Background: an optimization exercise with open tools, aiming at small area, a short achievable clock period and few clock cycles per item. Do not read the settings as production practice. Function was checked by simulation only, so behaviour that the tests miss may differ from the original. Power and IR drop assume default switching activity.

[flow/config.mk]
export PLATFORM = sky130hd
export DESIGN_NAME = insertionSort
export DESIGN_NICKNAME = insertionSort
export VERILOG_FILES = /design/flow/design.v
export SDC_FILE = /design/flow/constraint.sdc
export NUM_CORES = 8
export LEC_CHECK = 0
export ABC_AREA = 1
export CAP_MARGIN = 20
export CORE_AREA = 2 2 358 358
export CTS_CLUSTER_DIAMETER = 120
export CTS_CLUSTER_SIZE = 20
export DIE_AREA = 0 0 360 360
export SLEW_MARGIN = 20
[flow/design.v]
module compare_block #(
    parameter SIZE_DATA = 16
)(
    input  logic                   i_load,
    input  logic [4:0]             i_ctl,
    input  logic [4*SIZE_DATA-1:0] i_x,
    input  logic [4*SIZE_DATA-1:0] i_din,
    output logic [4*SIZE_DATA-1:0] o_y
);
    localparam int W = SIZE_DATA;
    localparam int D = $clog2(SIZE_DATA);
    logic [W-1:0] x [4];
    for (genvar i = 0; i < 4; i++) begin : g_x
        assign x[i] = i_x[i*W +: W];
    end
    logic [15:0] b;
    for (genvar i = 0; i < 4; i++) begin : g_ci
        for (genvar j = 0; j < 4; j++) begin : g_cj
            if (i < j) begin : g_c
                logic [W-1:0] lt [D+1];
                logic [W-1:0] gt [D+1];
                assign lt[0] = x[j] & ~x[i];
                assign gt[0] = ~x[j] & x[i];
                for (genvar d = 1; d <= D; d++) begin : g_lv
                    for (genvar m = 0; m < (W >> d); m++) begin : g_nd
                        assign gt[d][m] = gt[d-1][2*m+1] | (~lt[d-1][2*m+1] & gt[d-1][2*m]);
                        assign lt[d][m] = lt[d-1][2*m+1] | (~gt[d-1][2*m+1] & lt[d-1][2*m]);
                    end
                    assign gt[d][W-1:(W >> d)] = '0;
                    assign lt[d][W-1:(W >> d)] = '0;
                end
                assign b[i*4+j] = gt[D][0];
            end else begin : g_n
                assign b[i*4+j] = 1'b0;
            end
        end
    end
    logic [3:0] c [4];
    always_comb begin
        for (int i = 0; i < 4; i++)
            for (int j = 0; j < 4; j++)
                c[i][j] = (i < j) ? b[i*4+j] : (i > j) ? !b[j*4+i] : 1'b0;
    end
    logic [3:0] r1h [4];
    always_comb begin
        for (int i = 0; i < 4; i++) begin
            logic p, q, s;
            p = c[i][(i+1)%4]; q = c[i][(i+2)%4]; s = c[i][(i+3)%4];
            r1h[i][0] = !p & !q & !s;
            r1h[i][1] = (p & !q & !s) | (!p & q & !s) | (!p & !q & s);
            r1h[i][2] = (p & q & !s) | (p & !q & s) | (!p & q & s);
            r1h[i][3] = p & q & s;
        end
    end
    logic s01, s23;
    assign s01 = i_ctl[2] & (b[1] ^ i_ctl[3]);
    assign s23 = i_ctl[2] & (b[11] ^ i_ctl[3]);
    logic [3:0] sel [4];
    logic [3:0] keep;
    assign keep[0] = i_ctl[4] | (i_ctl[2] & !s01);
    assign keep[1] = i_ctl[4] | (i_ctl[2] & !s01);
    assign keep[2] = i_ctl[4] | (i_ctl[2] & !s23);
    assign keep[3] = i_ctl[4] | (i_ctl[2] & !s23);
    always_comb begin
        for (int i = 0; i < 4; i++) begin
            sel[0][i] = (i_ctl[0] & r1h[i][0]) | (i_ctl[1] & r1h[i][3]);
            sel[1][i] = (i_ctl[0] & r1h[i][2]) | (i_ctl[1] & r1h[i][1]);
            sel[2][i] = (i_ctl[0] & r1h[i][1]) | (i_ctl[1] & r1h[i][2]);
            sel[3][i] = (i_ctl[0] & r1h[i][3]) | (i_ctl[1] & r1h[i][0]);
        end
        sel[0][0] = sel[0][0] | keep[0];
        sel[1][1] = sel[1][1] | keep[1];
        sel[2][2] = sel[2][2] | keep[2];
        sel[3][3] = sel[3][3] | keep[3];
        sel[0][1] = sel[0][1] | s01;
        sel[1][0] = sel[1][0] | s01;
        sel[2][3] = sel[2][3] | s23;
        sel[3][2] = sel[3][2] | s23;
    end
    always_comb begin
        for (int k = 0; k < 4; k++) begin
            o_y[k*W +: W] = ({W{i_load}} & i_din[k*W +: W]) |
                            ({W{sel[k][0]}} & x[0]) | ({W{sel[k][1]}} & x[1]) |
                            ({W{sel[k][2]}} & x[2]) | ({W{sel[k][3]}} & x[3]);
        end
    end
endmodule
module insertionSort #(
    parameter NUM_VALS = 32,
    parameter SIZE_DATA = 16
)(
    input  logic                          i_clk,
    input  logic                          i_rst_n,
    input  logic                          i_start,
    input  logic [NUM_VALS*SIZE_DATA-1:0] i_data,
    output logic                          o_done,
    output logic [NUM_VALS*SIZE_DATA-1:0] o_data
);
    localparam int N = 32;
    localparam int W = 16;
    localparam int G = N / 4;
    localparam int STEPS = 9;
    logic             r_busy;
    logic [3:0]      r_cnt;
    logic [N*W-1:0]   r_key;             
    logic [N*W-1:0]   w_perm;            
    logic [N*W-1:0]   w_next;            
    logic [N*W-1:0]   w_din;             
    logic [G*5-1:0]  w_ctl;             
    logic [G*5-1:0]  r_ctl;             
    logic [3:0]      w_step;            
    logic             w_run;             
    assign w_step = r_busy ? r_cnt + 1'b1 : '0;
    assign w_run  = r_busy ? (r_cnt != STEPS-1) : i_start;
    always_ff @(posedge i_clk or negedge i_rst_n) begin
        if (!i_rst_n)
            r_ctl <= '0;
        else
            r_ctl <= w_run ? w_ctl : '0;
    end
    always_comb begin
        w_ctl = '0;
        case (w_step)
            4'd0: w_ctl = 40'h1082110821;
            4'd1: w_ctl = 40'h8421084210;
            4'd2: w_ctl = 40'h1082110821;
            4'd3: w_ctl = 40'h6318c21084;
            4'd4: w_ctl = 40'h1082110821;
            4'd5: w_ctl = 40'h1084208421;
            4'd6: w_ctl = 40'h0842108421;
            4'd7: w_ctl = 40'h0842108421;
            4'd8: w_ctl = 40'h2108421084;
            default: ;
        endcase
    end
    assign w_perm[0*W +: W] = r_key[0*W +: W];
    assign w_perm[1*W +: W] = r_key[16*W +: W];
    assign w_perm[2*W +: W] = r_key[4*W +: W];
    assign w_perm[3*W +: W] = r_key[20*W +: W];
    assign w_perm[4*W +: W] = r_key[1*W +: W];
    assign w_perm[5*W +: W] = r_key[17*W +: W];
    assign w_perm[6*W +: W] = r_key[5*W +: W];
    assign w_perm[7*W +: W] = r_key[21*W +: W];
    assign w_perm[8*W +: W] = r_key[2*W +: W];
    assign w_perm[9*W +: W] = r_key[18*W +: W];
    assign w_perm[10*W +: W] = r_key[6*W +: W];
    assign w_perm[11*W +: W] = r_key[22*W +: W];
    assign w_perm[12*W +: W] = r_key[3*W +: W];
    assign w_perm[13*W +: W] = r_key[19*W +: W];
    assign w_perm[14*W +: W] = r_key[7*W +: W];
    assign w_perm[15*W +: W] = r_key[23*W +: W];
    assign w_perm[16*W +: W] = r_key[8*W +: W];
    assign w_perm[17*W +: W] = r_key[24*W +: W];
    assign w_perm[18*W +: W] = r_key[12*W +: W];
    assign w_perm[19*W +: W] = r_key[28*W +: W];
    assign w_perm[20*W +: W] = r_key[9*W +: W];
    assign w_perm[21*W +: W] = r_key[25*W +: W];
    assign w_perm[22*W +: W] = r_key[13*W +: W];
    assign w_perm[23*W +: W] = r_key[29*W +: W];
    assign w_perm[24*W +: W] = r_key[10*W +: W];
    assign w_perm[25*W +: W] = r_key[26*W +: W];
    assign w_perm[26*W +: W] = r_key[14*W +: W];
    assign w_perm[27*W +: W] = r_key[30*W +: W];
    assign w_perm[28*W +: W] = r_key[11*W +: W];
    assign w_perm[29*W +: W] = r_key[27*W +: W];
    assign w_perm[30*W +: W] = r_key[15*W +: W];
    assign w_perm[31*W +: W] = r_key[31*W +: W];
    for (genvar g = 0; g < G; g++) begin : g_grp
        compare_block #(.SIZE_DATA(W)) u_grp (
            .i_load (~r_busy),
            .i_ctl  (r_ctl[5*g +: 5]),
            .i_x    (w_perm[4*g*W +: 4*W]),
            .i_din  (w_din[4*g*W +: 4*W]),
            .o_y    (w_next[4*g*W +: 4*W])
        );
    end
    assign w_din[0*W +: W] = i_data[0*W +: W];
    assign w_din[4*W +: W] = i_data[1*W +: W];
    assign w_din[16*W +: W] = i_data[2*W +: W];
    assign w_din[20*W +: W] = i_data[3*W +: W];
    assign w_din[2*W +: W] = i_data[4*W +: W];
    assign w_din[6*W +: W] = i_data[5*W +: W];
    assign w_din[18*W +: W] = i_data[6*W +: W];
    assign w_din[22*W +: W] = i_data[7*W +: W];
    assign w_din[1*W +: W] = i_data[8*W +: W];
    assign w_din[5*W +: W] = i_data[9*W +: W];
    assign w_din[17*W +: W] = i_data[10*W +: W];
    assign w_din[21*W +: W] = i_data[11*W +: W];
    assign w_din[3*W +: W] = i_data[12*W +: W];
    assign w_din[7*W +: W] = i_data[13*W +: W];
    assign w_din[19*W +: W] = i_data[14*W +: W];
    assign w_din[23*W +: W] = i_data[15*W +: W];
    assign w_din[8*W +: W] = i_data[16*W +: W];
    assign w_din[12*W +: W] = i_data[17*W +: W];
    assign w_din[24*W +: W] = i_data[18*W +: W];
    assign w_din[28*W +: W] = i_data[19*W +: W];
    assign w_din[10*W +: W] = i_data[20*W +: W];
    assign w_din[14*W +: W] = i_data[21*W +: W];
    assign w_din[26*W +: W] = i_data[22*W +: W];
    assign w_din[30*W +: W] = i_data[23*W +: W];
    assign w_din[9*W +: W] = i_data[24*W +: W];
    assign w_din[13*W +: W] = i_data[25*W +: W];
    assign w_din[25*W +: W] = i_data[26*W +: W];
    assign w_din[29*W +: W] = i_data[27*W +: W];
    assign w_din[11*W +: W] = i_data[28*W +: W];
    assign w_din[15*W +: W] = i_data[29*W +: W];
    assign w_din[27*W +: W] = i_data[30*W +: W];
    assign w_din[31*W +: W] = i_data[31*W +: W];
    always_ff @(posedge i_clk or negedge i_rst_n) begin
        if (!i_rst_n) begin
            r_busy <= 1'b0;
            r_cnt  <= '0;
            o_done <= 1'b0;
        end else begin
            o_done <= r_busy && (r_cnt == STEPS-1);
            if (!r_busy) begin
                r_busy <= i_start;
                r_cnt  <= '0;
            end else begin
                r_cnt <= r_cnt + 1'b1;
                if (r_cnt == STEPS-1)
                    r_busy <= 1'b0;
            end
        end
    end
    always_ff @(posedge i_clk)
        r_key <= w_next;
    assign o_data[0*W +: W] = r_key[0*W +: W];
    assign o_data[1*W +: W] = r_key[1*W +: W];
    assign o_data[16*W +: W] = r_key[2*W +: W];
    assign o_data[17*W +: W] = r_key[3*W +: W];
    assign o_data[4*W +: W] = r_key[4*W +: W];
    assign o_data[5*W +: W] = r_key[5*W +: W];
    assign o_data[20*W +: W] = r_key[6*W +: W];
    assign o_data[21*W +: W] = r_key[7*W +: W];
    assign o_data[2*W +: W] = r_key[8*W +: W];
    assign o_data[3*W +: W] = r_key[9*W +: W];
    assign o_data[18*W +: W] = r_key[10*W +: W];
    assign o_data[19*W +: W] = r_key[11*W +: W];
    assign o_data[6*W +: W] = r_key[12*W +: W];
    assign o_data[7*W +: W] = r_key[13*W +: W];
    assign o_data[22*W +: W] = r_key[14*W +: W];
    assign o_data[23*W +: W] = r_key[15*W +: W];
    assign o_data[8*W +: W] = r_key[16*W +: W];
    assign o_data[9*W +: W] = r_key[17*W +: W];
    assign o_data[24*W +: W] = r_key[18*W +: W];
    assign o_data[25*W +: W] = r_key[19*W +: W];
    assign o_data[12*W +: W] = r_key[20*W +: W];
    assign o_data[13*W +: W] = r_key[21*W +: W];
    assign o_data[28*W +: W] = r_key[22*W +: W];
    assign o_data[29*W +: W] = r_key[23*W +: W];
    assign o_data[10*W +: W] = r_key[24*W +: W];
    assign o_data[11*W +: W] = r_key[25*W +: W];
    assign o_data[26*W +: W] = r_key[26*W +: W];
    assign o_data[27*W +: W] = r_key[27*W +: W];
    assign o_data[14*W +: W] = r_key[28*W +: W];
    assign o_data[15*W +: W] = r_key[29*W +: W];
    assign o_data[30*W +: W] = r_key[30*W +: W];
    assign o_data[31*W +: W] = r_key[31*W +: W];
endmodule
[flow/flow/margin.txt]
6.7
[flow/standard.sh]
#!/bin/bash
# synth_recipe.tcl (not shown) runs the flow's synth.tcl, then flattens the netlist and writes it again
# the make line also repeats each setting of config.mk as NAME=value (left out here)
make -C /OpenROAD-flow-scripts/flow DESIGN_CONFIG=/design/flow/config.mk WORK_HOME=/design/flow/orfs CLKGATE_MAP_FILE= SYNTH_SCRIPT=/design/flow/synth_recipe.tcl "${@:-finish}"
[flow/constraint.sdc]
create_clock -name core_clock -period 10.0 [get_ports {i_clk}]
set_input_delay 2.0000 -clock core_clock [delete_from_list [all_inputs] [get_ports {i_clk}]]
set_output_delay 2.0000 -clock core_clock [all_outputs]
set_load 0.01 [all_outputs]
[flow/flow/portbuf.txt]
sky130_fd_sc_hd__buf_1
[flow/flow/run.sh]
#!/bin/bash
# The standard ORFS layout (the standard.sh, standard synthesis unchanged)
# with two changes: the port buffers the standard flow's flow inserts use a small buffer
# cell instead of the delay buffer buffer_ports picks by default, and repair
# aims for a setup slack margin of MARGIN ns against the 10 ns clock.
# Each tool's output goes to ORFS's own logs under orfs/logs; the make output
# is kept in standard.log.
set -euo pipefail
MARGIN=$(cat flow/margin.txt)
PORTBUF=$(cat flow/portbuf.txt)
bash standard.sh "SETUP_SLACK_MARGIN=${MARGIN}" \
    "BUFFER_PORTS_ARGS=-buffer_cell ${PORTBUF}" finish > standard.log 2>&1
==> results of run 1 <==
[layout make-up]
type	instances	area [um2]	area share, %
inverter	995	3780	6.08
sequential	528	12400	20.0
tap	1650	2060	3.32
clock buffer	47	1080	1.74
clock inverter	17	264	0.425
timing repair buffer	1564	8870	14.3
antenna	32	80.1	0.129
multi-input combinational	7612	33600	54.1
[final timing paths]
| check | end | slack (ns) | startpoint | cells after the start |
|---|---|---|---|---|
| hold reg to reg | o_done$_DFF_PN0_ | 0.53 | r_cnt[2]$_DFF_PN0_ | 1 |
| max in group asynchronous | r_busy$_DFF_PN0_ | 7.95 | i_rst_n | 1 |
| setup reg to reg | r_key[334]$_DFF_P_ | 6.69 | r_busy$_DFF_PN0_ | 6 |
| min in group asynchronous | o_done$_DFF_PN0_ | 1.41 | i_rst_n | 1 |
| hold / removal | o_done$_DFF_PN0_ | 0.53 | r_cnt[2]$_DFF_PN0_ | 1 |
| setup / recovery | o_data[474] | 6.64 | r_key[378]$_DFF_P_ | 1 |
[registers in the layout, indices dropped and copies added (netlist names)]
| register | flops |
|---|---|
| r_busy | 1 |
| o_done | 1 |
| r_ctl | 10 |
| r_cnt | 4 |
| r_key | 512 |
[placed cells by master, fill, tap and decap left out, types with 16 or more instances in the layout]
cell type | synthesis | final
clkinv_1 | 17 | 17
a21oi_2 | 42 | 48
o22ai_1 | 51 | 51
buf_2 | 230 | 106
inv_1 | 858 | 854
dfxtp_4 | 0 | 459
a21boi_0 | 37 | 36
nand2_1 | 4673 | 4642
nand2_2 | 85 | 102
diode_2 | 0 | 32
o21ai_1 | 55 | 57
a22oi_1 | 79 | 79
dfxtp_2 | 0 | 35
nand4_1 | 176 | 176
buf_1 | 7 | 833
nor2_2 | 12 | 17
o21a_1 | 45 | 45
buf_4 | 70 | 532
buf_12 | 0 | 21
inv_2 | 119 | 114
a21boi_1 | 21 | 21
nand3_2 | 55 | 42
nand3_1 | 514 | 512
o21ai_0 | 246 | 243
a31oi_1 | 39 | 39
nand3_4 | 6 | 21
a21oi_1 | 410 | 404
buf_6 | 21 | 57
nor3_1 | 16 | 16
dfxtp_1 | 512 | 18
clkbuf_16 | 0 | 41
nor2_1 | 937 | 927
[stage by stage]
stage               instances  instance area [um2]  hold WS [ns]  setup slack [ns]
finish                  12400                62100         0.527              6.64
global route            12400                62100         0.560              6.65
CTS                     12400                61200         0.523              6.60
detailed placement      11900                54000         0.508              6.14
global placement        11900                54000         0.501              6.16
floorplan                9574                49900         0.464              7.43
[power groups by stage]
stage,logic (uW),registers (uW),clock network (uW)
after floorplan,11200,3660,0
after CTS,19000,4210,1890
after global routing,21500,4280,1950
after detailed placement,16700,5140,0
after global placement,16600,5150,0
final,20700,4370,1920
[timing repair]
item / in CTS / in global routing
cloned: 0 / 0
gates resized for setup: 1315 / 134
setup endpoints to repair: 765 / 262
pin swaps: 0 / 9
setup buffers: 428 / 39
[metal layers]
metal | track usage (%) | routed length [um] | vias to the layer above
li1 | - | - | 32200
met1 | 68.0 | 135000 | 34100
met2 | 71.6 | 136000 | 6771
met3 | 25.9 | 66200 | 1594
met4 | 40.7 | 35500 | 54
met5 | 0.666 | 528 | -
[logic make-up after synthesis]
| group | count (synthesis) | synth area share (%) |
|---|---|---|
| and+or+nand+nor | 6504 | 52.8 |
| xor gates and xnor gates | 1 | 0.0176 |
| AOI/OAI and AO/OA | 1105 | 13.5 |
| adders and majority gates | 2 | 0.0502 |
| DFF | 528 | 21.3 |
| buffers and inverters | 1434 | 12.3 |
==> metrics.md, run 1 <==
| Metric | Value |
|---|---|
| Outcome | complete, no violations |
| Core Box Area | 126,000 um2 |
| Unique masters post-synth | 59 |
| Leakage power total | 0.0312 uW |
| RSZ-0062 raised after global routing | yes |
| Clock slew at reported path FFs | 0.10 ns |
| Port-buffer cells | 1,027 |
| Power Density | 435 nW/um2 |
| Tightest Pin Transition | 1.25 ns |
| Max FO, Critical Path | 2 |
| Fin crit share | 33.6% |
| Largest area contributor in the netlist | nand2_1 |
| Mapped cell area | 49,900 um2 |
| Synth area leaders | nand2_1, dfxtp_1, nor2_1 |
| Combinational power share | 76.7% |
| Die Wd | 360 um |
| Yosys reg bits | 528 |
| Routed Antenna Nets | 0 |
| Global-route wire length before repair | 504 mm |
| Syn_nets | 10,100 |
| Hold Fails Final Rpt | 0 |
| P_int | 9130 uW |
| Num ports | 1,028 |
| Minimum clock period | 3.36 ns |
| EDFF count, synth | 0 |
| Top post-synthesis cells by count | nand2_1, nor2_1, inv_1 |
| Hold_buf cts | 0 |
| Via-to-Cell Ratio | 6.00 |
| Pre-antenna DRT Iters | 8 |
| Clk buf depth | 3 |
| CP max stage cell | dfxtp_4 |
| Row count | 130 |
| Area of the die | 130,000 um2 |
| Total Power | 27,000 uW |
| CP Buf/Inv Count | 1 |
| Number of global-route vias before repair | 65,400 |
| Clock power share | 7.1% |
| Nets | 11,300 |
| Crit path kind | flip-flop to output pin |
| CP Cell Sequence | buf_6 |
| Worst Path Required | 8.00 ns |
| Startpoint types | flip-flop |
| Drt first-iter violations | 13,300 |
| GRT Residual Overflow | 0 |
| Slowest stage delay, CP | 0.49 ns |
| TritonCTS clock tree | yes |
| Worst-Skew Late Latency | 0.69 ns |
| Residual DRC | 0 |
| Critical path's top delay family | flip-flops |
| Sequential Power Share | 16.2% |
| Root buf cell | clkbuf_16 |
| CTS Buf Count | 39 |
| Die Ht | 360 um |
| Arr. time, crit path | 1.36 ns |
| H-Tree Level Count | 2 |
| Final GP Congestion | 1.14 |
| Starting Density | 39.7% |
| DP HPWL | 275 mm |
| FFs w/ async S/R, synth | 3.03% |
| Slew margin rel. | 16.5% |
| Yosys top cell area share | 35.2% |
| Synth Warn # | 18 |
| Hold/Removal Path Class | flip-flop to flip-flop |
| Share of cells above drive strength 1 | 16.2% |
| Setup TNS | 0 ns |
| Syn Inst Count | 9,574 |
| Most frequent cell after synthesis | nand2_1 |
| Initial antenna violation count | 71 |
| Synth-to-Final Area Change | 24.6% |
| Peak supply drop | 0.307 mV |
| Fmax | 298 MHz |
| Switching pwr | 17,900 uW |
| Layout Utilization | 49.4% |
| Total routed wirelength | 374 mm |
| Final setup viols | 0 |
| Via count | 74,700 |
| Switching share of total power | 66.2% |
| # clock sinks | 528 |
| Sequential-to-total area share from yosys stat | 21.3% |
| Synth Area per Inst | 5.21 um2 |
| Fill cell count | 13,900 |
| Detail-routed net length per standard cell | 30.0 um |
| Crit. End Element | output pin |
| Worst Skew | 0.0336 ns |
| Largest net degree at the start of global routing | 83 |
| Synth Flop Type | dfxtp_1 |
| Global Route Usage Sum | 54.6% |
| Max Cap Viol | 0 |
| Final Max Slew Viols | 0 |
Testbench counts, summed over its fixed seeds: cycles 1,920, sorts 192.
==> inputs of run 2 (changes only) <==
==> flow/flow/margin.txt (replaced) <==
6.6
--- a/flow/config.mk
+++ b/flow/config.mk
@@ -11,4 +11,5 @@
 export CTS_CLUSTER_DIAMETER = 120
 export CTS_CLUSTER_SIZE = 20
 export DIE_AREA = 0 0 360 360
+export PLACE_DENSITY = 0.65
 export SLEW_MARGIN = 20
==> run 2 against run 1 <==
Net effect: still clean on timing, DRC and antenna; clock power is 4% lower; first-iteration DRC count is 8.8% lower; non-clock buffer count is 387 lower; wire length is 4.9% lower; sequential share of layout area is 0.72 points higher; area after synthesis stayed put; design area is 6.8% lower; synthesized cell count stayed put; count of clock-buffer cells in the layout is 5 lower; core utilization is 3.4 points lower; critical path depth is 14 higher; critical path type is now flip-flop to flip-flop.
==> metrics.md, run 2 <==
| Metric | Value |
|---|---|
| Critical hold path startpoint | r_key[12]$_DFF_P_ |
| GR peak layer | met2 |
| Crit. End Element | flip-flop |
| Pre-antenna DRT Iters | 7 (-1) |
| EDFF count, synth | 0 (unchanged) |
| Core Box Area | 126,000 um2 (unchanged) |
| # clock sinks | 528 (unchanged) |
| Hold Fails Final Rpt | 0 (unchanged) |
| Final GP Congestion | 1.17 (+3.3%) |
| Global-route wire length before repair | 482 mm (-4.4%) |
| Starting Density | 39.7% (unchanged) |
| Peak supply drop | 0.214 mV (-30%) |
| Startpoint types | flip-flop |
| Root buf cell | clkbuf_16 |
| Setup TNS | 0 ns (unchanged) |
| Global-route met3 utilization | 22.0% (-3.9 points) |
| Outcome | complete, no violations |
| Routed Antenna Nets | 0 (unchanged) |
| Minimum clock period | 3.46 ns (+0.101 ns) |
| Area of the multi-input gates | 33,300 um2 (-0.82%) |
| Die Ht | 360 um (unchanged) |
| Crit path kind | flip-flop to flip-flop |
| Clock slew at reported path FFs | 0.11 ns (about the same) |
| Synth-to-Final Area Change | 16.1% |
| Mapped cell area | 49,900 um2 (unchanged) |
| Slew margin rel. | 20.3% (+3.8 points) |
| Via-to-Cell Ratio | 5.98 (-0.39%) |
| Unique masters post-synth | 59 (unchanged) |
| Register Area | 12,000 um2 (-3.5%) |
| Arr. time, crit path | 3.93 ns (+2.57 ns) |
| Fmax | 289 MHz (-2.9%) |
| Total routed wirelength | 356 mm (-4.9%) |
| Max reg flops | 512 (unchanged) |
| Die Wd | 360 um (unchanged) |
| Clk buf depth | 3 (unchanged) |
| Final setup viols | 0 (unchanged) |
| R2R depth | 15 (+9) |
| Hold/Removal Path Class | flip-flop to flip-flop |
| Placement Setup Slack | 5.93 ns (-0.203 ns) |
| Initial antenna violation count | 54 (-24%) |
| DP HPWL | 274 mm (-0.41%) |
| Via count | 72,000 (-3.6%) |
| Synth Warn # | 18 (unchanged) |
| Reg with most FFs | r_key |
| Met1 usage | 66.8% (-1.2 points) |
| R2R Path End | r_key[471]$_DFF_P_ |
| Total Power | 25,600 uW (-5.2%) |
| Sequential-to-total area share from yosys stat | 21.3% (unchanged) |
| Leakage power total | 0.0287 uW (-8.0%) |
| Hold path cells | 2 (+1) |
| CP Cell Sequence | nand2_1 > nand2_1 > nand2_1 > a21oi_1 > nand2_1 > inv_2 > nand2_2 > nand2_1 > nand2_1 > nand3_2 > nand2_2 > nand2_1 > nand2_1 > nor2_1 > nand2_1 |
| Fin crit share | 34.6% (+1.0 points) |
| Drt first-iter violations | 12,100 (-8.8%) |
| CTS Buf Count | 38 (-2.6%) |
| Syn Inst Count | 9,574 (unchanged) |
| Worst Path Required | 10.47 ns (+2.47 ns) |
| Syn_nets | 10,100 (unchanged) |
| GRT Residual Overflow | 0 (unchanged) |
| Final Max Slew Viols | 0 (unchanged) |
| Largest net degree at the start of global routing | 165 (+99%) |
| H-Tree Level Count | 2 (unchanged) |
| Row count | 130 (unchanged) |
| Grt met2 use | 69.1% (-2.5 points) |
| Yosys reg bits | 528 (unchanged) |
| Synth Area per Inst | 5.21 um2 (unchanged) |
| Number of global-route vias before repair | 62,400 (-4.5%) |
| Worst Hold End | r_key[60]$_DFF_P_ |
| RSZ-0062 raised after global routing | yes |
| Global Route Usage Sum | 52.0% (-2.5 points) |
| Reg-to-reg startpoint | r_key[511]$_DFF_P_ |
| Worst Skew | 0.0562 ns (+0.0226 ns) |
| Area of the die | 130,000 um2 (unchanged) |
| Detail-routed net length per standard cell | 29.5 um (-1.7%) |
| Top post-synthesis cells by count | nand2_1, nor2_1, inv_1 |
| Max Cap Viol | 0 (unchanged) |
| Synth Flop Type | dfxtp_1 |
| Max FO, Critical Path | 11 (+9) |
| Biggest regs | r_key (512), r_ctl (10), r_cnt (4) |
| Slowest stage delay, CP | 0.51 ns (+0.02 ns) |
| Setup WS post-layout | 6.54 ns (-0.101 ns) |
| Crit path top cell by count | nand2_1 |
| Commonest non-fill, non-tap cells in the layout | nand2_1, nor2_1, buf_1, inv_1, nand3_1 |
| Num ports | 1,028 (unchanged) |
| TritonCTS clock tree | yes |
| Tightest Pin Transition | 1.19 ns (-0.0571 ns) |
| Synth area leaders | nand2_1, dfxtp_1, nor2_1 |
| Yosys top cell area share | 35.2% (unchanged) |
| Nets | 10,900 (-3.4%) |
| FFs w/ async S/R, synth | 3.03% (unchanged) |
| CP max stage cell | dfxtp_2 |
| Largest area contributor in the netlist | nand2_1 |
| Power Density | 443 nW/um2 (+1.7%) |
| Worst-Skew Late Latency | 0.71 ns (+0.02 ns) |
| Worst R2R Setup Slack | 6.54 ns (-0.15 ns) |
| Commonest non-fill, non-tap cell in the layout | nand2_1 |
| Most frequent cell after synthesis | nand2_1 |
| Residual DRC | 0 (unchanged) |
| Port-buffer cells | 1,027 (unchanged) |
| Share of cells above drive strength 1 | 11.8% (-4.4 points) |
| Fill cell count | 14,300 (+2.7%) |
[run 2: kinds of logic (layout without fill, tap and decap cells)]
kind of cell,Yosys count,after routing,synth area share [%]
xor+xnor,1,1,0.0176
simple gates,6504,6504,52.8
other cells,0,24,0
buf+inv,1434,2233,12.3
compound gates,1105,1105,13.5
flops,528,528,21.3
fa+ha+maj,2,2,0.0502
[run 2: per-stage QoR]
step	cells	utilization, %	cell area, um2	hold WS [ns]
2_1_floorplan	9574	-	49900	0.464
3_3_place_gp	11900	42.9	53900	0.495
3_5_place_dp	11900	42.9	53900	0.500
4_1_cts	12000	45.6	57300	0.512
5_1_grt	12000	46.0	57900	0.551
6_report	12000	46.0	57900	0.519
[run 2: worst max path at each step]
| stage | start | to | slack (ns) | cells after the start |
|---|---|---|---|---|
| after floorplan | i_start | r_ctl[37]$_DFF_PN0_ | 7.43 | 6 |
| after global placement | r_key[333]$_DFF_P_ | r_key[23]$_DFF_P_ | 5.94 | 14 |
| after detailed placement | r_key[333]$_DFF_P_ | r_key[23]$_DFF_P_ | 5.93 | 14 |
| after CTS | r_key[421]$_DFF_P_ | o_data[421] | 6.60 | 1 |
| after global routing | r_key[37]$_DFF_P_ | r_key[172]$_DFF_P_ | 6.58 | 14 |
| final | r_key[511]$_DFF_P_ | r_key[471]$_DFF_P_ | 6.54 | 15 |
[run 2: routing by layer]
layer	routed length (um)	share of wire, %
met5	284	0.080
met4	31400	8.8
met3	60200	17
met2	132000	37
met1	132000	37
[run 2: layout make-up]
class                           instances  share of cell area, %
Clock inverter                         19                  0.437
Tap cell                             1650                   3.57
Inverter                              995                   6.50
Sequential cell                       528                   20.7
Timing Repair Buffer                 1177                   9.42
Antenna cell                           24                  0.104
Clock buffer                           42                   1.72
Multi-Input combinational cell       7612                   57.5
[run 2: worst max-delay path, delay by kind of cell (launching register included)]
kind / cells / cell delay [ns]
simple gates: 13 / 2.22
flops: 1 / 0.51
compound gates: 1 / 0.38
buf+inv: 1 / 0.10
[run 2: timing repair]
action,in CTS,in global routing
setup endpoints to repair,612,197
pin swaps,0,2
gates resized for setup,915,102
hold buffers,0,0
buffers inserted,61,26
[run 2: power by group]
part | internal, uW | switching [uW]
Combinational | 4410 | 14100
Clock | 802 | 1040
Sequential | 3030 | 2200
==> inputs of run 3 (changes only) <==
--- a/flow/config.mk
+++ b/flow/config.mk
@@ -11,5 +11,4 @@
 export CTS_CLUSTER_DIAMETER = 120
 export CTS_CLUSTER_SIZE = 20
 export DIE_AREA = 0 0 360 360
-export PLACE_DENSITY = 0.65
-export SLEW_MARGIN = 20
+export SLEW_MARGIN = 50
==> run 3 against run 2 <==
Net effect: combinational power barely moved; clock skew shrank 0.022 ns; non-clock buffer count down 16; hold slack about the same; still clean; fmax grew 0.38%; critical path type unchanged; first-iteration DRC count is 2.4% higher; clock power barely moved.
==> metrics.md, run 3 <==
| Metric | Value |
|---|---|
| CP Cell Sequence | inv_1 > nand2_1 > o21ai_0 > o21ai_0 > nand2_1 > nand2_1 > nand2_1 > nand2_1 > nand2_1 > nand2_2 > nand3_1 > nand4_1 > nand2_2 > nand2_1 > nand2_1 > nor2_1 > nand2_1 |
| R2R depth | 17 (+2) |
| Fin Hold WS | 0.520 ns (+0.000266 ns) |
| Biggest regs | r_key (512), r_ctl (10), r_cnt (4) |
| DP HPWL | 275 mm (+0.45%) |
| Total routed wirelength | 355 mm (about the same) |
| Final GP Congestion | 1.14 (-3.1%) |
| Startpoint types | flip-flop |
| RSZ-0062 raised after global routing | no |
| GRT Residual Overflow | 0 (unchanged) |
| Mapped cell area | 49,900 um2 (unchanged) |
| Setup crit start | r_key[435]$_DFF_P_ |
| Hold/Removal Path Class | flip-flop to flip-flop |
| TritonCTS clock tree | yes |
| Outcome | complete, no violations |
| CP Buf/Inv Count | 1 (unchanged) |
| Share of cells above drive strength 1 | 11.6% (-0.15 points) |
| R2R Path End | r_key[475]$_DFF_P_ |
| Synth Flop Type | dfxtp_1 |
| Root buf cell | clkbuf_16 |
| Reg-to-reg startpoint | r_key[435]$_DFF_P_ |
| EDFF count, synth | 0 (unchanged) |
| Worst-Skew Late Latency | 0.68 ns (-0.03 ns) |
| Critical hold path startpoint | r_cnt[2]$_DFF_PN0_ |
| Final Max Slew Viols | 0 (unchanged) |
| Max reg flops | 512 (unchanged) |
| Hold_buf cts | 0 (unchanged) |
| Synth Area per Inst | 5.21 um2 (unchanged) |
| Peak supply drop | 0.244 mV (+14%) |
| Largest area contributor in the netlist | nand2_1 |
| Commonest non-fill, non-tap cell in the layout | nand2_1 |
| Port-buffer cells | 1,027 (unchanged) |
| Die Ht | 360 um (unchanged) |
| Clk buf depth | 3 (unchanged) |
| Total Power | 25,700 uW (+0.33%) |
| Slowest stage delay, CP | 0.47 ns (-0.04 ns) |
| Minimum clock period | 3.44 ns (-0.0131 ns) |
| Worst Skew | 0.0343 ns (-0.0219 ns) |
| Detail-routed net length per standard cell | 29.5 um (about the same) |
| Tightest Pin Transition | 0.765 ns (-0.429 ns) |
| Yosys top cell area share | 35.2% (unchanged) |
| Arr. time, crit path | 3.89 ns (-0.04 ns) |
| Most frequent cell after synthesis | nand2_1 |
| Via count | 71,700 (-0.46%) |
| Synth-to-Final Area Change | 16.3% |
| Routed Antenna Nets | 0 (unchanged) |
| Residual DRC | 0 (unchanged) |
| Commonest non-fill, non-tap cells in the layout | nand2_1, nor2_1, buf_1, inv_1, nand3_1 |
| Worst Path Required | 10.44 ns (-0.03 ns) |
| Final setup viols | 0 (unchanged) |
| Die Wd | 360 um (unchanged) |
| Top post-synthesis cells by count | nand2_1, nor2_1, inv_1 |
| Number of global-route vias before repair | 62,700 (+0.39%) |
| CTS Buf Count | 39 (+2.6%) |
| Hold path cells | 1 (-1) |
| Global-route wire length before repair | 482 mm (+0.12%) |
| Starting Density | 39.7% (unchanged) |
| Row count | 130 (unchanged) |
| Worst Hold End | o_done$_DFF_PN0_ |
| Syn Inst Count | 9,574 (unchanged) |
| Reg with most FFs | r_key |
| Pre-antenna DRT Iters | 14 (+7) |
| Worst R2R Setup Slack | 6.56 ns (about the same) |
| CP max stage cell | dfxtp_2 |
| Slew margin rel. | 48.8% (+29 points) |
| Area of the die | 130,000 um2 (unchanged) |
| Sequential-to-total area share from yosys stat | 21.3% (unchanged) |
| Clock slew at reported path FFs | 0.09 ns (-0.02 ns) |
| Synth area leaders | nand2_1, dfxtp_1, nor2_1 |
| Max Cap Viol | 0 (unchanged) |
| Synth Warn # | 18 (unchanged) |
| Crit path kind | flip-flop to flip-flop |
| Yosys reg bits | 528 (unchanged) |
| H-Tree Level Count | 2 (unchanged) |
| Drt first-iter violations | 12,400 (+2.4%) |
| Via-to-Cell Ratio | 5.96 (-0.35%) |
| Power Density | 443 nW/um2 (+0.12%) |
| Nets | 10,900 (-0.14%) |
| Num ports | 1,028 (unchanged) |
| Core Box Area | 126,000 um2 (unchanged) |
| Crit. End Element | flip-flop |
| Critical path's top delay family | simple AND/OR/NAND/NOR gates |
| Initial antenna violation count | 48 (-11%) |
| Setup TNS | 0 ns (unchanged) |
| Largest net degree at the start of global routing | 83 (-50%) |
| # clock sinks | 528 (unchanged) |
| Max FO, Critical Path | 16 (+5) |
| Global Route Usage Sum | 52.0% (about the same) |
| Fin crit share | 34.4% (-0.13 points) |
| Crit path top cell by count | nand2_1 |
| Fmax | 290 MHz (+0.38%) |
| Unique masters post-synth | 59 (unchanged) |
| Syn_nets | 10,100 (unchanged) |
| Fill cell count | 14,200 (-0.75%) |
| FFs w/ async S/R, synth | 3.03% (unchanged) |
| Leakage power total | 0.0286 uW (-0.41%) |
| Hold Fails Final Rpt | 0 (unchanged) |
-- run 3: cell types whose count changed in the layout (fill, tap and decap cells not counted), moves of 9 or more --
cell,delta
buf_1,+12
o211ai_4,+10
o211ai_2,-10
buf_8,-11
buf_6,+9
dfxtp_2,+26
buf_4,-22
dfxtp_4,-21
buf_2,-21
-- run 3: kinds of logic (layout without fill, tap and decap cells) --
family | count (synthesis) | in the layout | synth area share [%]
compound gates | 1105 | 1105 | 13.5
xor+xnor | 1 | 1 | 0.0176
fa+ha+maj | 2 | 2 | 0.0502
buf+inv | 1434 | 2220 | 12.3
flops | 528 | 528 | 21.3
other cells | 0 | 23 | 0
simple gates | 6504 | 6504 | 52.8
-- run 3: what timing repair did --
action	4_1_cts	5_1_grt
gates resized for setup	820	117
setup endpoints to repair	523	154
pin swaps	0	1
buffers inserted	31	32
-- run 3: how the worst max path moves through the flow --
stage,cells past startpoint,slack [ns],to
final,17,6.56,r_key[475]$_DFF_P_
after global routing,17,6.59,r_key[238]$_DFF_P_
after CTS,1,6.45,o_data[257]
after detailed placement,17,6.30,r_key[299]$_DFF_P_
after global placement,14,6.16,r_key[184]$_DFF_P_
after floorplan,6,7.43,r_ctl[37]$_DFF_PN0_
-- run 3: report_power, final --
part	switching, uW	internal [uW]
Sequential	2380	3030
Clock	1040	829
Combinational	14000	4460
-- run 3: final cells by class --
| cell class | instances | area [um2] | area share, % |
|---|---|---|---|
| inverter | 995 | 3760 | 6.49 |
| clock inverter | 16 | 205 | 0.354 |
| tap | 1650 | 2060 | 3.56 |
| sequential | 528 | 11900 | 20.6 |
| clock buffer | 48 | 1080 | 1.87 |
| multi-input combinational | 7612 | 33500 | 57.8 |
| antenna | 23 | 57.6 | 0.0992 |
| timing repair buffer | 1161 | 5380 | 9.27 |
-- run 3: worst reg2reg max path, delay by kind of cell (launching register included) --
kind / cells / cell delay (ns)
buffers and inverters: 1 / 0.18
AO/OA/AOI/OAI: 2 / 0.16
AND/OR/NAND/NOR: 14 / 2.41
flip-flops: 1 / 0.47
-- run 3: per-layer routing --
metal	GRT usage, %	routed length (um)	vias to the layer above
li1	-	-	31300
met1	67.9	133000	32800
met2	70.2	133000	6206
met3	19.5	58500	1342
met4	34.8	30400	32
met5	0	222	-
-- run 3: metrics by stage --
step	utilization, %	area, um2	cells	worst slack (ns)
final	46.1	58000	12000	6.56
after global routing	46.1	58000	12000	6.59
after CTS	45.6	57300	12000	6.45
after detailed placement	43.2	54300	11900	6.30
after global placement	42.9	54000	11900	6.16
after floorplan	-	49900	9574	7.43
==> inputs of run 4 (changes only) <==
--- a/flow/config.mk
+++ b/flow/config.mk
@@ -11,4 +11,4 @@
 export CTS_CLUSTER_DIAMETER = 120
 export CTS_CLUSTER_SIZE = 20
 export DIE_AREA = 0 0 360 360
-export SLEW_MARGIN = 50
+export SLEW_MARGIN = 70
==> run 4 against run 3 <==
Net effect: sequential share of layout area decreased by 0.25 points; power up 1.8%; critical path depth is 16 lower; flip-flop and latch count is the same; first-iteration DRC count fell by 1.3%; area after synthesis is the same; non-clock buffer count grew 46; critical path type is now flip-flop to output pin; still clean on timing, DRC and antenna; hold slack better by 0.010 ns; die area unchanged; core utilization rose by 0.64 points.
==> metrics.md, run 4 <==
| Metric | Value |
|---|---|
| Crit path kind | flip-flop to output pin |
| Synth area leaders | nand2_1, dfxtp_1, nor2_1 |
| Number of global-route vias before repair | 63,300 (+0.98%) |
| Critical hold path startpoint | r_cnt[2]$_DFF_PN0_ |
| Crit path depth | 1 (-16) |
| Worst Path Required | 8.00 ns (-2.44 ns) |
| Num ports | 1,028 (unchanged) |
| Layout Utilization | 46.8% (+0.64 points) |
| Global Route Usage Sum | 51.9% (-0.11 points) |
| Commonest non-fill, non-tap cells in the layout | nand2_1, nor2_1, buf_1, inv_1, nand3_1 |
| Sequential Power Share | 20.7% (-0.3 points) |
| Worst R2R Setup Slack | 6.64 ns (+0.08 ns) |
| Synth Warn # | 18 (unchanged) |
| Tightest Pin Transition | 0.520 ns (-0.246 ns) |
| Share of cells above drive strength 1 | 12.2% (+0.62 points) |
| Reg with most FFs | r_key |
| Switching pwr | 17,500 uW (+0.85%) |
| Global-route wire length before repair | 481 mm (-0.20%) |
| Combinational power share | 72.1% (+0.4 points) |
| Biggest regs | r_key (512), r_ctl (10), r_cnt (4) |
| Port-buffer cells | 1,027 (unchanged) |
| R2R Path End | r_key[30]$_DFF_P_ |
| Area of the die | 130,000 um2 (unchanged) |
| Final setup viols | 0 (unchanged) |
| Dpl cell area | 55,600 um2 (+2.5%) |
| Synth-to-Final Area Change | 17.9% |
| Syn_nets | 10,100 (unchanged) |
| Die Ht | 360 um (unchanged) |
| Residual DRC | 0 (unchanged) |
| Synth Area per Inst | 5.21 um2 (unchanged) |
| Outcome | complete, no violations |
| CP Cell Sequence | buf_2 |
| Critical path's top delay family | flip-flops |
| Yosys top cell area share | 35.2% (unchanged) |
| Reg-to-reg startpoint | r_key[323]$_DFF_P_ |
| Starting Density | 39.7% (unchanged) |
| Clock power share | 7.2% (about the same) |
| Final Max Slew Viols | 0 (unchanged) |
| Worst Skew | 0.0387 ns (+0.00439 ns) |
| Largest area contributor in the netlist | nand2_1 |
| Die Wd | 360 um (unchanged) |
| Nets | 10,900 (+0.43%) |
| Core Box Area | 126,000 um2 (unchanged) |
| Crit. End Element | output pin |
| CP Buf/Inv Count | 1 (unchanged) |
| Total routed wirelength | 356 mm (+0.16%) |
| Final instance area | 58,800 um2 (+1.4%) |
| Arr. time, crit path | 1.44 ns (-2.45 ns) |
| Unique masters post-synth | 59 (unchanged) |
| Routed Antenna Nets | 0 (unchanged) |
| Via count | 72,000 (+0.41%) |
| Slew margin rel. | 65.3% (+16 points) |
| GRT Residual Overflow | 0 (unchanged) |
| R2R depth | 15 (-2) |
| EDFF count, synth | 0 (unchanged) |
| Slowest stage delay, CP | 0.49 ns (+0.02 ns) |
| H-Tree Level Count | 2 (unchanged) |
| Max reg flops | 512 (unchanged) |
| Sequential-to-total area share from yosys stat | 21.3% (unchanged) |
| FFs w/ async S/R, synth | 3.03% (unchanged) |
| Final GP Congestion | 1.14 (unchanged) |
| Clock slew at reported path FFs | 0.10 ns (about the same) |
| DP HPWL | 278 mm (+0.91%) |
| Startpoint types | flip-flop |
| Detail-routed net length per standard cell | 29.5 um (-0.28%) |
| TritonCTS clock tree | yes |
| Max FO, Critical Path | 3 (-13) |
| Largest net degree at the start of global routing | 83 (unchanged) |
| Mapped cell area | 49,900 um2 (unchanged) |
| Clk buf depth | 3 (unchanged) |
| Worst setup path end | o_data[261] |
| Root buf cell | clkbuf_16 |
| RSZ-0062 raised after global routing | no |
| Initial antenna violation count | 47 (-2.1%) |
| Top post-synthesis cells by count | nand2_1, nor2_1, inv_1 |
| CP max stage cell | dfxtp_4 |
| Via-to-Cell Ratio | 5.96 (about the same) |
| Fin crit share | 34.4% (-0.087 points) |
| Most frequent cell after synthesis | nand2_1 |
| Fmax | 291 MHz (+0.25%) |
| Row count | 130 (unchanged) |
| Minimum clock period | 3.44 ns (-0.00874 ns) |
| Commonest non-fill, non-tap cell in the layout | nand2_1 |
| CTS Buf Count | 40 (+2.6%) |
| P_int | 8630 uW (+3.8%) |
| # clock sinks | 528 (unchanged) |
| Synth Flop Type | dfxtp_1 |
| Pre-antenna DRT Iters | 8 (-6) |
| Hold/Removal Path Class | flip-flop to flip-flop |
| Fill cell count | 14,200 (+0.27%) |
| Leakage power total | 0.0289 uW (+1.2%) |
| Setup TNS | 0 ns (unchanged) |
| Power Density | 445 nW/um2 (+0.41%) |
| Drt first-iter violations | 12,200 (-1.3%) |
| Setup crit start | r_key[37]$_DFF_P_ |
| Hold Fails Final Rpt | 0 (unchanged) |
| Syn Inst Count | 9,574 (unchanged) |
| Switching share of total power | 67.0% (-0.64 points) |
| Max Cap Viol | 0 (unchanged) |
| Worst-Skew Late Latency | 0.69 ns (about the same) |
| Peak supply drop | 0.255 mV (+4.4%) |
| Yosys reg bits | 528 (unchanged) |
-- run 4: how the worst min path moves through the flow --
stage                              endpoint  cells after the start
final                      o_done$_DFF_PN0_                      1
after floorplan            o_done$_DFF_PN0_                      1
after CTS                  o_done$_DFF_PN0_                      1
after detailed placement   o_done$_DFF_PN0_                      1
after global routing      r_key[62]$_DFF_P_                      2
after global placement     o_done$_DFF_PN0_                      1
-- run 4: layout make-up --
type	count	area [um2]	area share, %
multi-input combinational	7612	33800	57.4
clock inverter	19	236	0.402
timing repair buffer	1207	5830	9.92
sequential	528	12000	20.3
tap	1650	2060	3.51
clock buffer	50	1100	1.87
antenna	25	62.6	0.106
inverter	995	3780	6.43
-- run 4: timing repair --
item                                   4_1_cts  5_1_grt
gates resized for setup                    529       53
setup endpoints to repair                  394       63
setup buffers                               34       15
endpoints found under the hold margin        0        0
pin swaps                                    0        1
gates cloned                                 0        0
hold buffers                                 0        0
-- run 4: per-stage QoR --
stage	hold slack (ns)	power, uW	instances	setup WS (ns)
final	0.530	26200	12100	6.56
after global placement	0.501	21800	11900	6.16
after global routing	0.562	27000	12100	6.60
after CTS	0.522	24700	12000	6.56
after detailed placement	0.513	22600	11900	6.46
after floorplan	0.464	14800	9574	7.43
-- run 4: kinds of logic (layout without fill, tap and decap cells) --
| group | count (synthesis) | count (layout) | synth area share, % |
|---|---|---|---|
| compound gates | 1105 | 1105 | 13.5 |
| flops | 528 | 528 | 21.3 |
| simple gates | 6504 | 6504 | 52.8 |
| fa+ha+maj | 2 | 2 | 0.0502 |
| xor+xnor | 1 | 1 | 0.0176 |
| other cells | 0 | 25 | 0 |
| buf+inv | 1434 | 2271 | 12.3 |
-- run 4: metal layers --
metal / up-vias / share of wire [%] / wire length, um / track usage [%]
met3: 1358 / 17 / 60000 / 22.5
met1: 32900 / 37 / 131000 / 65.4
met5: - / 0.084 / 300 / 0
li1: 31500 / - / - / -
met2: 6233 / 38 / 135000 / 70.5
met4: 46 / 8.2 / 29100 / 35.2
-- run 4: power groups by stage --
stage / registers (uW) / clock network [uW] / logic [uW]
floorplan: 3660 / 0 / 11200
global placement: 5150 / 0 / 16600
detailed placement: 5230 / 0 / 17300
CTS: 5180 / 1870 / 17700
global route: 5260 / 1930 / 19800
finish: 5430 / 1890 / 18900
==> inputs of run 5 (changes only) <==
==> flow/flow/margin.txt (replaced) <==
6.7
==> run 5 against run 4 <==
Net effect: still clean; area after synthesis unchanged; register-to-register slack improved by 0.05 ns; fmax rose by 2.4%; synthesized cell count unchanged; power increased by 4.7%; critical endpoint is now o_data[474]; largest power group unchanged.
==> metrics.md, run 5 <==
| Metric | Value |
|---|---|
| Syn Inst Count | 9,574 (unchanged) |
| FFs w/ async S/R, synth | 3.03% (unchanged) |
| Crit path kind | flip-flop to output pin |
| Pre-antenna DRT Iters | 10 (+2) |
| Yosys reg bits | 528 (unchanged) |
| Final GP Congestion | 1.14 (unchanged) |
| Final instance area | 62,700 um2 (+6.6%) |
| DP HPWL | 278 mm (unchanged) |
| Crit path depth | 1 (unchanged) |
| GRT Residual Overflow | 0 (unchanged) |
| CP Cell Sequence | buf_6 |
| R2R depth | 17 (+2) |
| Number of global-route vias before repair | 65,200 (+3.1%) |
| Reg with most FFs | r_key |
| Leakage power total | 0.0313 uW (+8.2%) |
| R2R Path End | r_key[358]$_DFF_P_ |
| Synth-to-Final Area Change | 25.7% |
| Detail-routed net length per standard cell | 29.9 um (+1.6%) |
| Core Box Area | 126,000 um2 (unchanged) |
| Max Cap Viol | 0 (unchanged) |
| Setup TNS | 0 ns (unchanged) |
| Final Max Slew Viols | 0 (unchanged) |
| Startpoint types | flip-flop |
| Yosys top cell area share | 35.2% (unchanged) |
| Clock slew at reported path FFs | 0.10 ns (about the same) |
| Worst R2R Setup Slack | 6.69 ns (+0.05 ns) |
| H-Tree Level Count | 2 (unchanged) |
| Biggest regs | r_key (512), r_ctl (10), r_cnt (4) |
| Hold/Removal Path Class | flip-flop to flip-flop |
| Max FO, Critical Path | 2 (-1) |
| Nets | 11,300 (+3.4%) |
| Slew margin rel. | 67.8% (+2.5 points) |
| Synth Warn # | 18 (unchanged) |
| Syn_nets | 10,100 (unchanged) |
| Clk buf depth | 3 (unchanged) |
| Die Ht | 360 um (unchanged) |
| Worst-Skew Late Latency | 0.68 ns (about the same) |
| Layout Utilization | 49.9% (+3.1 points) |
| Initial antenna violation count | 55 (+17%) |
| Commonest non-fill, non-tap cell in the layout | nand2_1 |
| Global-route wire length before repair | 503 mm (+4.5%) |
| Max reg flops | 512 (unchanged) |
| Global Route Usage Sum | 54.5% (+2.6 points) |
| Minimum clock period | 3.36 ns (-0.0800 ns) |
| Critical path's top delay family | flip-flops |
| CTS Buf Count | 40 (unchanged) |
| Drt first-iter violations | 13,100 (+7.3%) |
| Worst Skew | 0.0341 ns (-0.00458 ns) |
| Final cell count without fillers | 12,500 (+3.1%) |
| Worst Path Required | 8.00 ns (about the same) |
| Routed Antenna Nets | 0 (unchanged) |
| Starting Density | 39.7% (unchanged) |
| Die Wd | 360 um (unchanged) |
| Fmax | 298 MHz (+2.4%) |
| Via-to-Cell Ratio | 6.01 (+0.87%) |
| Slowest stage delay, CP | 0.49 ns (about the same) |
| Arr. time, crit path | 1.36 ns (-0.08 ns) |
| Synth Area per Inst | 5.21 um2 (unchanged) |
| TritonCTS clock tree | yes |
| Critical hold path startpoint | r_cnt[2]$_DFF_PN0_ |
| Sequential-to-total area share from yosys stat | 21.3% (unchanged) |
| Fin crit share | 33.6% (-0.80 points) |
| Synth Flop Type | dfxtp_1 |
| Tightest Pin Transition | 0.483 ns (-0.0367 ns) |
| Most frequent cell after synthesis | nand2_1 |
| Worst Hold End | o_done$_DFF_PN0_ |
| Num ports | 1,028 (unchanged) |
| Largest area contributor in the netlist | nand2_1 |
| Residual DRC | 0 (unchanged) |
| Cell Count Post-Placement | 11,900 (unchanged) |
| Via count | 74,900 (+4.0%) |
| CP Buf/Inv Count | 1 (unchanged) |
| Area of the die | 130,000 um2 (unchanged) |
| Row count | 130 (unchanged) |
| Hold_buf cts | 0 (unchanged) |
| RSZ-0062 raised after global routing | yes |
| Outcome | complete, no violations |
| Port-buffer cells | 1,027 (unchanged) |
| Synth area leaders | nand2_1, dfxtp_1, nor2_1 |
| Commonest non-fill, non-tap cells in the layout | nand2_1, nor2_1, inv_1, buf_1, nand3_1 |
| Hold Fails Final Rpt | 0 (unchanged) |
| Share of cells above drive strength 1 | 16.5% (+4.2 points) |
| Root buf cell | clkbuf_16 |
| Crit. End Element | output pin |
| Peak supply drop | 0.250 mV (-1.9%) |
| Mapped cell area | 49,900 um2 (unchanged) |
| Hold path cells | 1 (unchanged) |
| # clock sinks | 528 (unchanged) |
| EDFF count, synth | 0 (unchanged) |
| Power Density | 437 nW/um2 (-1.7%) |
| Total routed wirelength | 373 mm (+4.8%) |
| Final setup viols | 0 (unchanged) |
| Reg-to-reg startpoint | r_key[474]$_DFF_P_ |
| CP max stage cell | dfxtp_4 |
| Largest net degree at the start of global routing | 83 (unchanged) |
| Top post-synthesis cells by count | nand2_1, nor2_1, inv_1 |
| Unique masters post-synth | 59 (unchanged) |
| Dpl cell area | 55,600 um2 (unchanged) |
[run 5: cell count changes in the layout (fill, tap and decap cells not counted), sizes merged]
cell      before   now
buf         1198  1562
clkinvlp       1     3
clkinv        30    28
diode         25    33
clkbuf        59    61
[run 5: what timing repair did]
item	4_1_cts	5_1_grt
setup endpoints to repair	516	103
setup buffers	401	12
gates resized for setup	922	68
pin swaps	0	7
[run 5: final cells by class]
type	count	area, um2
Clock inverter	19	236
Inverter	995	3800
Antenna cell	33	82.6
Multi-Input combinational cell	7612	33900
Tap cell	1650	2060
Timing Repair Buffer	1573	9100
Sequential cell	528	12400
Clock buffer	50	1100
Fill cell	13900	63000
[run 5: worst max-delay path by stage]
stage                  startpoint                  end  slack [ns]
4_1_cts         r_key[39]$_DFF_P_          o_data[263]        6.56
3_3_place_gp    r_key[43]$_DFF_P_   r_key[184]$_DFF_P_        6.16
3_5_place_dp   r_key[394]$_DFF_P_   r_key[299]$_DFF_P_        6.46
5_1_grt        r_key[122]$_DFF_P_          o_data[346]        6.66
6_report       r_key[378]$_DFF_P_          o_data[474]        6.64
2_1_floorplan             i_start  r_ctl[37]$_DFF_PN0_        7.43
[run 5: power breakdown]
group	internal [uW]	total (uW)	switching (uW)
Combinational	5410	21100	15700
Sequential	3070	4410	1340
Clock	844	1890	1050
Total	9330	27400	18100
[run 5: metrics by stage]
step	total power [uW]	setup WS [ns]	hold slack, ns
detailed placement	22600	6.46	0.513
floorplan	14800	7.43	0.464
global route	28100	6.66	0.556
global placement	21800	6.16	0.501
finish	27400	6.64	0.537
CTS	25600	6.56	0.522
[run 5: cell families (layout without fill, tap and decap cells)]
group	after synthesis	in the layout	synth area share (%)
XOR/XNOR	1	1	0.0176
other	0	33	0
buffers and inverters	1434	2637	12.3
adder cells (fa/ha/maj)	2	2	0.0502
flip-flops	528	528	21.3
AND/OR/NAND/NOR	6504	6504	52.8
AO/OA/AOI/OAI	1105	1105	13.5
[run 5: routing by layer]
layer,up-vias,global-route usage (%),part of all wire (%)
met2,6764,72.2,37
met4,48,39.2,9.3
met1,34200,67.8,36
met5,-,0,0.084
met3,1654,26.0,17
li1,32200,-,-
==> inputs of run 6 (changes only) <==
==> flow/flow/margin.txt (replaced) <==
6.6
--- a/flow/config.mk
+++ b/flow/config.mk
@@ -11,4 +11,4 @@
 export CTS_CLUSTER_DIAMETER = 120
 export CTS_CLUSTER_SIZE = 20
 export DIE_AREA = 0 0 360 360
-export SLEW_MARGIN = 70
+export SLEW_MARGIN = 90
==> run 6 against run 5 <==
Net effect: the run now fails in global routing (5_1_grt); area after synthesis stayed put; synthesized cell count did not move.
==> metrics.md, run 6 <==
| Metric | Value |
|---|---|
| Global Route Usage Sum | 66.4% |
| Final GP Congestion | 1.14 (unchanged) |
| EDFF count, synth | 0 (unchanged) |
| Synth Area per Inst | 5.21 um2 (unchanged) |
| Largest area contributor in the netlist | nand2_1 |
| Synth area leaders | nand2_1, dfxtp_1, nor2_1 |
| Root buf cell | clkbuf_16 |
| DP HPWL | 322 mm (+16%) |
| Synth Warn # | 18 (unchanged) |
| Syn Inst Count | 9,574 (unchanged) |
| Yosys top cell area share | 35.2% (unchanged) |
| Port-buffer cells | 1,027 (unchanged) |
| Starting Density | 39.7% (unchanged) |
| Yosys reg bits | 528 (unchanged) |
| Top post-synthesis cells by count | nand2_1, nor2_1, inv_1 |
| Die Ht | 360 um (unchanged) |
| Outcome | did not finish |
| Mapped cell area | 49,900 um2 (unchanged) |
| Unique masters post-synth | 59 (unchanged) |
| Cell Count Post-Placement | 13,900 (+17%) |
| Num ports | 1,028 (unchanged) |
| Largest net degree at the start of global routing | 22 |
| Exit stage | global routing (5_1_grt) |
| Global-route wire length before repair | 626 mm |
| Synth Flop Type | dfxtp_1 |
| Stop err | [ERROR GRT-0116] Global routing finished with congestion. Check the congestion regions in the DRC Viewer. |
| Clk buf depth | 3 (unchanged) |
| Sequential-to-total area share from yosys stat | 21.3% (unchanged) |
| Hold_buf cts | 0 (unchanged) |
| Row count | 130 (unchanged) |
| Die Wd | 360 um (unchanged) |
| H-Tree Level Count | 2 (unchanged) |
| Number of global-route vias before repair | 89,700 |
| CTS Buf Count | 39 (-2.5%) |
| Syn_nets | 10,100 (unchanged) |
| GRT Residual Overflow | 90 |
| Placement Setup Slack | 1.52 ns (-4.94 ns) |
| FFs w/ async S/R, synth | 3.03% (unchanged) |
| # clock sinks | 528 (unchanged) |
| Most frequent cell after synthesis | nand2_1 |
## run 6: cell counts after synthesis
No cell type changed its count.
## run 6: kinds of logic after synthesis
family | count (synthesis) | synth area share (%)
xor+xnor | 1 | 0.0176
buf+inv | 1434 | 12.3
fa+ha+maj | 2 | 0.0502
compound gates | 1105 | 13.5
flops | 528 | 21.3
simple gates | 6504 | 52.8
## run 6: how the worst max path moves through the flow
stage                       startpoint             endpoint  slack [ns]  cells after the start
floorplan                      i_start  r_ctl[37]$_DFF_PN0_        7.43                      6
global placement     r_key[43]$_DFF_P_   r_key[184]$_DFF_P_        6.16                     14
detailed placement  r_key[255]$_DFF_P_   r_key[497]$_DFF_P_        1.52                     32
CTS                 r_key[351]$_DFF_P_   r_key[101]$_DFF_P_        6.10                     34
## run 6: through the flow
stage / power, uW / instance area, um2 / util [%]
2_1_floorplan: 14800 / 49900 / -
3_3_place_gp: 21800 / 54000 / 42.9
3_5_place_dp: 33700 / 82600 / 65.7
4_1_cts: 39900 / 92900 / 73.9
## run 6: metal layers
layer	GRT usage [%]	overflow
met5	13.9	0
met4	61.1	31
met1	72.9	6
met2	83.8	45
met3	43.0	8
## run 6: power groups by stage
stage / sequential (uW) / clock, uW / combinational (uW)
after detailed placement: 4010 / 0 / 29700
after global placement: 5150 / 0 / 16600
after CTS: 3960 / 1800 / 34100
after floorplan: 3660 / 0 / 11200
## run 6: repair_timing
action                                  4_1_cts
gates resized for setup                    2809
hold endpoints to repair                      0
pin swaps                                   326
gates cloned                                  1
endpoints found under the setup margin      647
setup buffers                               539
==> inputs of run 7 (changes only) <==
--- a/flow/config.mk
+++ b/flow/config.mk
@@ -11,4 +11,4 @@
 export CTS_CLUSTER_DIAMETER = 120
 export CTS_CLUSTER_SIZE = 20
 export DIE_AREA = 0 0 360 360
-export SLEW_MARGIN = 90
+export SLEW_MARGIN = 20
==> run 7 against run 6 <==
Net effect: now clean on timing, DRC and antenna; synthesized cell count unchanged; area after synthesis stayed put.
==> metrics.md, run 7 <==
| Metric | Value |
|---|---|
| Outcome | complete, no violations |
| Hold Fails Final Rpt | 0 |
| EDFF count, synth | 0 (unchanged) |
| Crit path kind | flip-flop to output pin |
| CTS Buf Count | 39 (unchanged) |
| Critical path's top delay family | flip-flops |
| Sequential-to-total area share from yosys stat | 21.3% (unchanged) |
| Number of global-route vias before repair | 63,000 |
| Syn_nets | 10,100 (unchanged) |
| Synth Flop Type | dfxtp_1 |
| Pre-antenna DRT Iters | 7 |
| Initial antenna violation count | 58 |
| Leakage power total | 0.0285 uW |
| Peak supply drop | 0.267 mV |
| Startpoint types | flip-flop |
| Via count | 71,800 |
| Num ports | 1,028 (unchanged) |
| Placement Setup Slack | 6.14 ns (+4.62 ns) |
| DP HPWL | 275 mm (-15%) |
| Largest area contributor in the netlist | nand2_1 |
| GRT Residual Overflow | 0 |
| Residual DRC | 0 |
| Mapped cell area | 49,900 um2 (unchanged) |
| Reg-to-reg startpoint | r_key[15]$_DFF_P_ |
| Nets | 10,800 |
| Minimum clock period | 3.44 ns |
| CP max stage cell | dfxtp_1 |
| Starting Density | 39.7% (unchanged) |
| Synth Warn # | 18 (unchanged) |
| Drt first-iter violations | 12,000 |
| RSZ-0062 raised after global routing | yes |
| Unique masters post-synth | 59 (unchanged) |
| Fmax | 291 MHz |
| Worst-Skew Late Latency | 0.69 ns |
| Synth Area per Inst | 5.21 um2 (unchanged) |
| Slew margin rel. | 24.1% |
| Worst Path Required | 8.00 ns |
| Routed Antenna Nets | 0 |
| Final setup viols | 0 |
| Fill cell count | 14,300 |
| Max reg flops | 512 |
| Hold path cells | 1 |
| Slowest stage delay, CP | 0.55 ns |
| Yosys reg bits | 528 (unchanged) |
| Port-buffer cells | 1,027 (unchanged) |
| Share of cells above drive strength 1 | 11.5% |
| CP Cell Sequence | buf_1 |
| Most frequent cell after synthesis | nand2_1 |
| Final Max Slew Viols | 0 |
| Die Ht | 360 um (unchanged) |
| CP Buf/Inv Count | 1 |
| Global-route wire length before repair | 482 mm |
| Setup WS post-layout | 6.56 ns |
| Yosys top cell area share | 35.2% (unchanged) |
| Register Area | 12,000 um2 |
| Top post-synthesis cells by count | nand2_1, nor2_1, inv_1 |
| Power Density | 443 nW/um2 |
| Root buf cell | clkbuf_16 |
| Critical hold path startpoint | r_cnt[2]$_DFF_PN0_ |
| Hold/Removal Path Class | flip-flop to flip-flop |
| R2R depth | 14 |
| TritonCTS clock tree | yes |
| Clk buf depth | 3 (unchanged) |
| Crit path depth | 1 |
| Core Box Area | 126,000 um2 |
| Via-to-Cell Ratio | 5.97 |
| Total routed wirelength | 356 mm |
| Commonest non-fill, non-tap cells in the layout | nand2_1, nor2_1, buf_1, inv_1, nand3_1 |
| Area of the multi-input gates | 33,300 um2 |
| Area of the die | 130,000 um2 |
| Max Cap Viol | 0 |
| Setup crit start | r_key[28]$_DFF_P_ |
| Commonest non-fill, non-tap cell in the layout | nand2_1 |
| Final GP Congestion | 1.14 (unchanged) |
| Largest net degree at the start of global routing | 83 |
| Biggest regs | r_key (512), r_ctl (10), r_cnt (4) |
| FFs w/ async S/R, synth | 3.03% (unchanged) |
| Tightest Pin Transition | 1.14 ns |
| Global Route Usage Sum | 52.0% |
| Synth-to-Final Area Change | 15.7% |
| Detail-routed net length per standard cell | 29.6 um |
| Fin crit share | 34.4% |
| # clock sinks | 528 (unchanged) |
| Syn Inst Count | 9,574 (unchanged) |
| Clock slew at reported path FFs | 0.10 ns |
| Worst R2R Setup Slack | 6.65 ns |
| Setup TNS | 0 ns |
| Max FO, Critical Path | 5 |
| Arr. time, crit path | 1.44 ns |
| Reg with most FFs | r_key |
| H-Tree Level Count | 2 (unchanged) |
| Synth area leaders | nand2_1, dfxtp_1, nor2_1 |
| Crit. End Element | output pin |
| Worst Skew | 0.0351 ns |
| Die Wd | 360 um (unchanged) |
| Row count | 130 (unchanged) |
[run 7: cells by family after synthesis]
kind of cell | count (synthesis) | share of synthesized area, %
AND/OR/NAND/NOR | 6504 | 52.8
AO/OA/AOI/OAI | 1105 | 13.5
flip-flops | 528 | 21.3
adder cells (fa/ha/maj) | 2 | 0.0502
buffers and inverters | 1434 | 12.3
XOR/XNOR | 1 | 0.0176
[run 7: power by group]
group	switching (uW)	internal, uW
Combinational	13800	4360
Clock	1050	875
Sequential	2430	3030
Total	17300	8270
[run 7: worst paths after layout]
| kind | to |
|---|---|
| worst max-delay path | o_data[28] |
| worst min-delay path | o_done$_DFF_PN0_ |
| worst max register to register | r_key[3]$_DFF_P_ |
| worst min register to register | o_done$_DFF_PN0_ |
| max in group asynchronous | r_busy$_DFF_PN0_ |
| min in group asynchronous | r_cnt[1]$_DFF_PN0_ |
[run 7: routing by layer]
metal	GRT usage, %	share of wire (%)	vias to the layer above
li1	-	-	31300
met1	66.8	37	32800
met2	70.4	38	6271
met3	20.8	16	1411
met4	35.0	8.4	30
met5	0	0.059	-
[run 7: cell type report]
| type | instances | area share [%] |
|---|---|---|
| Antenna cell | 27 | 0.117 |
| Clock inverter | 17 | 0.457 |
| Multi-Input combinational cell | 7612 | 57.7 |
| Clock buffer | 47 | 1.87 |
| Inverter | 995 | 6.51 |
| Tap cell | 1650 | 3.58 |
| Sequential cell | 528 | 20.7 |
| Timing Repair Buffer | 1148 | 9.05 |
[run 7: through the flow]
| stage | area [um2] | instances | util (%) | hold WS (ns) | power [uW] |
|---|---|---|---|---|---|
| 3_5_place_dp | 54000 | 11900 | 42.9 | 0.508 | 21800 |
| 4_1_cts | 57300 | 12000 | 45.6 | 0.523 | 24100 |
| 2_1_floorplan | 49900 | 9574 | - | 0.464 | 14800 |
| 5_1_grt | 57700 | 12000 | 45.9 | 0.561 | 26400 |
| 3_3_place_gp | 54000 | 11900 | 42.9 | 0.501 | 21800 |
| 6_report | 57700 | 12000 | 45.9 | 0.522 | 25600 |
[run 7: what timing repair did]
item	CTS	global route
pin swaps	0	2
setup endpoints to repair	666	99
resized for setup	927	73
buffers inserted	40	11
cloned	0	0
hold buffers	0	0

-- what the ideal ports hide --
The flow's constraints put no driver on any port. The routed layouts listed below were extracted and timed again, unchanged, in two steps.
Step 1: set_driving_cell puts a clkbuf_16 on i_clk and a buf_2 on each other input, an assumption about the parent block.
Step 2 moves the port delays by t, midway between the first and last clock arrival at a register: inputs arrive t later, outputs are due t later. That takes back most of the time a late clock gives input paths.
a / b / c = ideal ports / drivers / drivers and shift; a / b = the first two.
run	shift t [ns]	slack for setup (ns)	worst setup path after step 2	worst register clock-pin slew, ns	cell pins on the clock port's net
run 1	0.764	6.644 / 6.557 / 6.675	input to register	0.10 / 0.10	1
run 2	0.776	6.543 / 6.470 / 6.543	register to register	0.11 / 0.11	1
run 3	0.746	6.556 / 6.490 / 6.515	input to register	0.10 / 0.10	1
run 4	0.750	6.564 / 6.483 / 6.642	register to register	0.10 / 0.10	1
run 5	0.750	6.644 / 6.562 / 6.694	register to register	0.10 / 0.10	1
run 7	0.760	6.565 / 6.480 / 6.582	input to register	0.10 / 0.10	1
After both steps setup and hold are still met in every run listed. For run 3, which loses most, drivers alone change the setup slack by -0.066 ns; drivers and shift together by -0.041 ns.
